This is an optimization exercise on Yosys and OpenROAD, whose aim is small area, not a production implementation. Function was checked by simulation only, so behaviour that the tests miss may differ from the original.

==> 05-12: inputs <==
==> flow/design.v (excerpt) <==
module interpreter (
            packet_type_compact,
            data_out,
            data_update_out,
            sampler_idle,
            clk,
            rst_n,
            packet_type,
            payload,
            payload_valid);
Settings: LEC_CHECK=0, ABC_AREA=1, CAP_MARGIN=20, CORE_MARGIN=2, CORE_UTILIZATION=42, GPL_TIMING_DRIVEN=0, SETUP_SLACK_MARGIN=0.15, SLEW_MARGIN=20; clock period 5.0 ns.
standard.sh (not shown) runs the stock make flow with config.mk's settings and CLKGATE_MAP_FILE= SYNTH_SCRIPT=/design/flow/synth_recipe.tcl, a recipe that flattens the netlist after the stock synthesis.
==> flow/flow/run.sh <==
#!/bin/bash
# Own flow: the standard layout (standard.sh), with these changes:
# - synthesis maps the logic with an area-oriented ABC script (flow/area.abc)
#   instead of ORFS's one, and leaves adders to ABC as plain logic;
#   registers, flattening and renaming are the standard synthesis's;
# - ports are buffered with the smallest buffer (buf_1);
# - CTS inserts no dummy loads, and clusters up to 16 sinks within 60 um
#   under clkbuf_4/clkbuf_8 buffers.
set -euo pipefail
W=$PWD
{
    echo 'proc abc {args} {'
    echo '    set i [lsearch -exact $args -script]'
    echo '    if {$i >= 0} { lset args [expr {$i + 1}] $::env(OWN_ABC_SCRIPT) }'
    echo '    puts "own abc: $args"'
    echo '    yosys abc {*}$args'
    echo '}'
    cat "$W/synth_recipe.tcl"
} > "$W/own_synth.tcl"
sed "s#SYNTH_SCRIPT=[^ ]*#SYNTH_SCRIPT=$W/own_synth.tcl#" "$W/standard.sh" > "$W/own_standard.sh"
grep -q "SYNTH_SCRIPT=$W/own_synth.tcl" "$W/own_standard.sh"
export OWN_ABC_SCRIPT="$W/flow/area.abc"
ARGS=(
    "ADDER_MAP_FILE="
    "BUFFER_PORTS_ARGS=-buffer_cell sky130_fd_sc_hd__buf_1"
    "CTS_ARGS=-sink_clustering_enable -repair_clock_nets -dont_use_dummy_load -sink_clustering_size 16 -sink_clustering_max_diameter 60 -buf_list {sky130_fd_sc_hd__clkbuf_4 sky130_fd_sc_hd__clkbuf_8}"
)
bash "$W/own_standard.sh" "${ARGS[@]}" synth > "$W/synth.log" 2>&1
grep -q "own abc:" "$W/orfs/logs/$FLOW_PLATFORM/interpreter/base/1_2_yosys.log"
bash "$W/own_standard.sh" "${ARGS[@]}" finish > "$W/layout.log" 2>&1
test -f "$W/out/final.def"
==> flow/flow/area.abc <==
strash
dch -f
amap
==> 12-27 (differences from 05-12) <==
==> flow/design.v (replaced) <==
module interpreter (
            packet_type_compact,
            data_out,
            data_update_out,
            sampler_idle,
            clk,
            rst_n,
            packet_type,
            payload,
            payload_valid);
parameter integer CHANNEL = 16;
parameter integer DATA_BITS = 16;
input clk;     
input rst_n;   
input wire[5:0] packet_type;
input wire[47:0] payload;
input wire payload_valid;
output reg[2:0] packet_type_compact;
output reg[DATA_BITS*CHANNEL-1:0] data_out;
output reg data_update_out;
output reg sampler_idle;
always @(*) begin : proc_packet_type
    case (packet_type)
        6'h2a,
        6'h00:   packet_type_compact = 3'd0;
        6'h11: packet_type_compact = 3'd1;
        6'h22:  packet_type_compact = 3'd2;
        6'h33:  packet_type_compact = 3'd3;
        default:         packet_type_compact = 3'd4;
    endcase
end
wire is_idle = payload_valid && packet_type == 6'h2a;
wire is_fn   = payload_valid && (packet_type == 6'h11 || packet_type == 6'h22);
wire is_last = payload_valid && packet_type == 6'h33;
reg [2:0] buf_idx;
reg update;
always @(posedge clk or negedge rst_n) begin : proc_ctrl
    if(~rst_n) begin
        buf_idx <= 0;
        update <= 0;
        sampler_idle <= 1;
        data_update_out <= 0;
    end else begin
        update <= is_last;
        data_update_out <= update;
        if (is_idle)
            sampler_idle <= 1;
        else if (is_fn)
            sampler_idle <= 0;
        if (is_last)
            buf_idx <= 0;
        else if (is_fn)
            buf_idx <= buf_idx + 1;
    end
end
reg [47:0] buf0, buf1, buf2, buf3, buf4;
reg [31:0] buf5;
wire wr = is_fn || is_last;
always @(posedge clk) begin : proc_payload_buf
    if (wr && buf_idx == 3'd0) buf0 <= payload;
    if (wr && buf_idx == 3'd1) buf1 <= payload;
    if (wr && buf_idx == 3'd2) buf2 <= payload;
    if (wr && buf_idx == 3'd3) buf3 <= payload;
    if (wr && buf_idx == 3'd4) buf4 <= payload;
    if (wr && buf_idx == 3'd5) buf5 <= payload[31:0];
end
wire [CHANNEL*DATA_BITS-1:0] words = {buf5, buf4, buf3, buf2, buf1, buf0[47:16]};
wire [CHANNEL-1:0] bitset = buf0[15:0];
wire [CHANNEL*DATA_BITS-1:0] unpacked;
uncompress_pipeline #(.CHANNEL(CHANNEL), .DATA_BITS(DATA_BITS)) expand (
    .bitset(bitset),
    .words(words),
    .unpacked(unpacked)
);
integer k;
always @(posedge clk) begin : proc_data_out
    for (k = 0; k < CHANNEL; k = k + 1)
        if (update && bitset[k])
            data_out[k*DATA_BITS +: DATA_BITS] <= unpacked[k*DATA_BITS +: DATA_BITS];
end
endmodule
module uncompress_pipeline (
            bitset,
            words,
            unpacked);
parameter integer CHANNEL = 16;
parameter integer DATA_BITS = 16;
input wire [CHANNEL-1:0] bitset;
input wire [CHANNEL*DATA_BITS-1:0] words;
output reg [CHANNEL*DATA_BITS-1:0] unpacked;
reg [CHANNEL-1:0] m;
reg [3:0] zeros [0:CHANNEL-1];    
reg [CHANNEL-1:0] sel [0:3];      
reg [DATA_BITS-1:0] v [0:4][0:CHANNEL-1];
integer p, j, x, t;
always @(*) begin : proc_ctrl
    for (p = 0; p < CHANNEL; p = p + 1)
        m[p] = bitset[CHANNEL-1-p];
    zeros[0] = 0;
    for (p = 1; p < CHANNEL; p = p + 1)
        zeros[p] = zeros[p-1] + {3'd0, ~m[p-1]};
    for (j = 0; j < 4; j = j + 1)
        for (x = 0; x < CHANNEL; x = x + 1) begin
            sel[j][x] = 1'b0;
            for (t = 0; t < (1 << j); t = t + 1)
                if (x + t < CHANNEL && x >= (1 << j))
                    if (m[x+t] && zeros[x+t][j] && (zeros[x+t] & ((1 << j) - 1)) == t)
                        sel[j][x] = 1'b1;
        end
end
always @(*) begin : proc_net
    for (x = 0; x < CHANNEL; x = x + 1)
        v[4][x] = words[x*DATA_BITS +: DATA_BITS];
    for (j = 3; j >= 0; j = j - 1)
        for (x = 0; x < CHANNEL; x = x + 1)
            if (x >= (1 << j) && sel[j][x])
                v[j][x] = v[j+1][x - (1 << j)];
            else
                v[j][x] = v[j+1][x];
    for (x = 0; x < CHANNEL; x = x + 1)
        unpacked[(CHANNEL-1-x)*DATA_BITS +: DATA_BITS] = v[0][x];
end
endmodule
==> flow/run.sh (new file) <==
#!/bin/bash
# synth_recipe.tcl (not shown) runs the flow's synth.tcl, then flattens the netlist and writes it again
# the make line also repeats each setting of config.mk as NAME=value (left out here)
make -C /OpenROAD-flow-scripts/flow DESIGN_CONFIG=/design/flow/config.mk WORK_HOME=/design/flow/orfs CLKGATE_MAP_FILE= SYNTH_SCRIPT=/design/flow/synth_recipe.tcl finish
CORE_UTILIZATION = 40   (was 42)
GPL_TIMING_DRIVEN = not set   (was 0)
SETUP_SLACK_MARGIN = not set   (was 0.15)
removed: flow/flow/run.sh
removed: flow/flow/area.abc
removed: flow/standard.sh
==> 05-28 (differences from 05-12) <==
--- a/flow/design.v
+++ b/flow/design.v
@@ -54,28 +54,24 @@
     end
 end
 reg [47:0] buf0, buf1, buf2, buf3, buf4;
 reg [31:0] buf5;
 wire wr = is_fn || is_last;
 wire [CHANNEL-1:0] sel8_in, sel4_in;
-wire [5:0] zq_in;
 reg [CHANNEL-1:8] sel8;
 reg [CHANNEL-1:4] sel4;
-reg [5:0] zq;
 uncompress_ctl #(.CHANNEL(CHANNEL)) expand_ctl (
     .bitset(payload[CHANNEL-1:0]),
     .sel8(sel8_in),
-    .sel4(sel4_in),
-    .zq(zq_in)
+    .sel4(sel4_in)
 );
 always @(posedge clk) begin : proc_payload_buf
     if (wr && buf_idx == 3'd0) begin
         buf0 <= payload;
         sel8 <= sel8_in[CHANNEL-1:8];
         sel4 <= sel4_in[CHANNEL-1:4];
-        zq <= zq_in;
     end
     if (wr && buf_idx == 3'd1) buf1 <= payload;
     if (wr && buf_idx == 3'd2) buf2 <= payload;
     if (wr && buf_idx == 3'd3) buf3 <= payload;
     if (wr && buf_idx == 3'd4) buf4 <= payload;
     if (wr && buf_idx == 3'd5) buf5 <= payload[31:0];
@@ -83,13 +79,12 @@
 wire [CHANNEL*DATA_BITS-1:0] words = {buf5, buf4, buf3, buf2, buf1, buf0[47:16]};
 wire [CHANNEL-1:0] bitset = buf0[15:0];
 wire [CHANNEL*DATA_BITS-1:0] near;
 wire [CHANNEL-1:0] last_shift;
 uncompress_pipeline #(.CHANNEL(CHANNEL), .DATA_BITS(DATA_BITS)) expand (
     .bitset(bitset),
-    .zq(zq),
     .sel8({sel8, 8'd0}),
     .sel4({sel4, 4'd0}),
     .words(words),
     .near(near),
     .last_shift(last_shift)
 );
@@ -111,19 +106,17 @@
     end
 end
 endmodule
 module uncompress_ctl (
             bitset,
             sel8,
-            sel4,
-            zq);
+            sel4);
 parameter integer CHANNEL = 16;
 input wire [CHANNEL-1:0] bitset;
-output reg [CHANNEL-1:0] sel8;        
-output reg [CHANNEL-1:0] sel4;        
-output reg [5:0] zq;                  
+output reg [CHANNEL-1:0] sel8;    
+output reg [CHANNEL-1:0] sel4;    
 reg [CHANNEL-1:0] m;
 reg [3:0] zeros [0:CHANNEL-1];    
 reg [3:0] pre [0:4][0:CHANNEL-1];  
 integer p, j, x, t;
 always @(*) begin : proc_ctl
     for (p = 0; p < CHANNEL; p = p + 1)
@@ -144,61 +137,65 @@
         sel4[x] = 1'b0;
         for (t = 0; t < 4; t = t + 1)
             if (x + t < CHANNEL && x >= 4)
                 if (m[x+t] && zeros[x+t][2] && zeros[x+t][1:0] == t)
                     sel4[x] = 1'b1;
     end
-    zq = {zeros[12][1:0], zeros[8][1:0], zeros[4][1:0]};
 end
 endmodule
 module uncompress_pipeline (
             bitset,
-            zq,
             sel8,
             sel4,
             words,
             near,
             last_shift);
 parameter integer CHANNEL = 16;
 parameter integer DATA_BITS = 16;
 input wire [CHANNEL-1:0] bitset;
-input wire [5:0] zq;
 input wire [CHANNEL-1:0] sel8;
 input wire [CHANNEL-1:0] sel4;
 input wire [CHANNEL*DATA_BITS-1:0] words;
 output reg [CHANNEL*DATA_BITS-1:0] near;
 output reg [CHANNEL-1:0] last_shift;
-reg [CHANNEL:0] m;
+reg [CHANNEL-1:0] m;
 reg [1:0] zeros [0:CHANNEL-1];    
+reg [1:0] pre [0:4][0:CHANNEL-1];  
 reg [CHANNEL-1:0] sel2;           
 reg [DATA_BITS-1:0] v [1:4][0:CHANNEL-1];
-integer p, x;
+integer p, j, x, t;
 always @(*) begin : proc_ctl
     for (p = 0; p < CHANNEL; p = p + 1)
         m[p] = bitset[CHANNEL-1-p];
-    m[CHANNEL] = 1'b0;
-    for (p = 0; p < CHANNEL; p = p + 1)
-        if (p % 4 == 0)
-            zeros[p] = (p == 0) ? 2'd0 : zq[(p/4-1)*2 +: 2];
-        else
-            zeros[p] = zeros[p-1] + {1'b0, ~m[p-1]};
+    for (p = 0; p < CHANNEL; p = p + 1)
+        pre[0][p] = {1'b0, ~m[p]};
+    for (j = 0; j < 4; j = j + 1)
+        for (p = 0; p < CHANNEL; p = p + 1)
+            if ((p >> j) & 1)
+                pre[j+1][p] = pre[j][p] + pre[j][((p >> j) << j) - 1];
+            else
+                pre[j+1][p] = pre[j][p];
+    zeros[0] = 0;
+    for (p = 1; p < CHANNEL; p = p + 1)
+        zeros[p] = pre[4][p-1];
     for (x = 0; x < CHANNEL; x = x + 1) begin
-        if (x < 2)
-            sel2[x] = 1'b0;
-        else if (m[x])
-            sel2[x] = zeros[x][1] & (~zeros[x][0] | m[x+1]);
-        else
-            sel2[x] = m[x+1] & zeros[x][1] & ~zeros[x][0];
-        last_shift[CHANNEL-1-x] = zeros[x][0];
-    end
+        sel2[x] = 1'b0;
+        for (t = 0; t < 2; t = t + 1)
+            if (x + t < CHANNEL && x >= 2)
+                if (m[x+t] && zeros[x+t][1] && zeros[x+t][0] == t)
+                    sel2[x] = 1'b1;
+    end
+    for (p = 0; p < CHANNEL; p = p + 1)
+        last_shift[CHANNEL-1-p] = zeros[p][0];
 end
 always @(*) begin : proc_net
     for (x = 0; x < CHANNEL; x = x + 1)
         v[4][x] = words[x*DATA_BITS +: DATA_BITS];
-    for (x = 0; x < CHANNEL; x = x + 1)
+    for (x = 0; x < CHANNEL; x = x + 1) begin
         v[3][x] = (x >= 8 && sel8[x]) ? v[4][(x+8)%CHANNEL] : v[4][x];
+    end
     for (x = 0; x < CHANNEL; x = x + 1)
         v[2][x] = (x >= 4 && sel4[x]) ? v[3][(x+12)%CHANNEL] : v[3][x];
     for (x = 0; x < CHANNEL; x = x + 1)
         v[1][x] = (x >= 2 && sel2[x]) ? v[2][(x+14)%CHANNEL] : v[2][x];
     for (x = 0; x < CHANNEL; x = x + 1)
         near[(CHANNEL-1-x)*DATA_BITS +: DATA_BITS] = v[1][x];
==> flow/flow/run.sh (replaced) <==
#!/bin/bash
# Own flow: the standard layout (standard.sh), with these changes:
# - synthesis maps the logic with an area-oriented ABC script (flow/area.abc)
#   instead of ORFS's one, and leaves adders to ABC as plain logic;
#   registers, flattening and renaming are the standard synthesis's;
# - ports are buffered with the smallest buffer (buf_1);
# - CTS inserts no dummy loads;
# - power recovery (downsizing where there is slack) after global route.
set -euo pipefail
W=$PWD
{
    echo 'proc abc {args} {'
    echo '    set i [lsearch -exact $args -script]'
    echo '    if {$i >= 0} { lset args [expr {$i + 1}] $::env(OWN_ABC_SCRIPT) }'
    echo '    puts "own abc: $args"'
    echo '    yosys abc {*}$args'
    echo '}'
    cat "$W/synth_recipe.tcl"
} > "$W/own_synth.tcl"
sed "s#SYNTH_SCRIPT=[^ ]*#SYNTH_SCRIPT=$W/own_synth.tcl#" "$W/standard.sh" > "$W/own_standard.sh"
grep -q "SYNTH_SCRIPT=$W/own_synth.tcl" "$W/own_standard.sh"
export OWN_ABC_SCRIPT="$W/flow/area.abc"
ARGS=(
    "ADDER_MAP_FILE="
    "BUFFER_PORTS_ARGS=-buffer_cell sky130_fd_sc_hd__buf_1"
    "CTS_ARGS=-sink_clustering_enable -repair_clock_nets -dont_use_dummy_load -buf_list {sky130_fd_sc_hd__clkbuf_4 sky130_fd_sc_hd__clkbuf_8}"
    "RECOVER_POWER=100"
)
bash "$W/own_standard.sh" "${ARGS[@]}" synth > "$W/synth.log" 2>&1
grep -q "own abc:" "$W/orfs/logs/$FLOW_PLATFORM/interpreter/base/1_2_yosys.log"
bash "$W/own_standard.sh" "${ARGS[@]}" finish > "$W/layout.log" 2>&1
test -f "$W/out/final.def"
CORE_UTILIZATION = 40   (was 42)
GPL_TIMING_DRIVEN = not set   (was 0)
SETUP_SLACK_MARGIN = not set   (was 0.15)
==> summary.txt <==
metric	05-12	12-27	05-28
Result of the run	finished clean	complete, but fails checks	complete, but fails checks
Layout check failures	-	setup timing	capacitance limit, slew limit
Max Used Layer	met5	met4	met5
Routed length on met1	41600 um	48300 um	43700 um
Avg Synthesized Cell Area	11.0 um^2	9.00 um^2	10.5 um^2
Worst Clk Skew	0.0625 ns	0.0621 ns	0.0841 ns
DR vias	22800	27400	23900
Die Footprint	58200 um^2	74600 um^2	60800 um^2
Number of enable-type register cells in the synthesized netlist	314	528	308
Wire length of the first global-routing pass	151000 um	184000 um	166000 um
Yosys synthesis warning count	7	5	8
Count of cell instances traversed by the critical path	25	27	10
Gr usage total	37.1%	34.8%	38.9%
Floorplan die width	241 um	273 um	247 um
Slowest cell on crit path	or3_1	fa_2	nor2_1
Number of rows in the core area	86	98	88
Sw Share	26.8%	29.6%	26.8%
Fmax	215 MHz	168 MHz	209 MHz

[re-timing with driven ports]
In the flow no input, the clock included, has a driving cell. The finished layouts below were timed again as built, in two steps.
Step 1 (the two cells are an assumption about what drives the block):
set clk [get_ports {clk}]
set_driving_cell -lib_cell sky130_fd_sc_hd__clkbuf_16 $clk
set_driving_cell -lib_cell sky130_fd_sc_hd__buf_2 [delete_from_list [all_inputs] $clk]
Step 2 times the ports against the registers' clock, not the clock port: input delays grow and output delays shrink by t, the midpoint of the rising clock arrivals with the driver on.
Slacks: ideal / step 1 / step 2; pairs: ideal / step 1.
run | t, ns | slack for setup (ns) | worst slew at a driven data input, ns | cell pins on the clock port's net
05-12 | 0.730 | 0.344 / 0.373 / -0.357 | 0.10 | 1
12-27 | 0.737 | -0.946 / -0.946 / -0.946 | 0.11 | 1
05-28 | 0.727 | 0.223 / 0.249 / -0.478 | 0.06 | 1
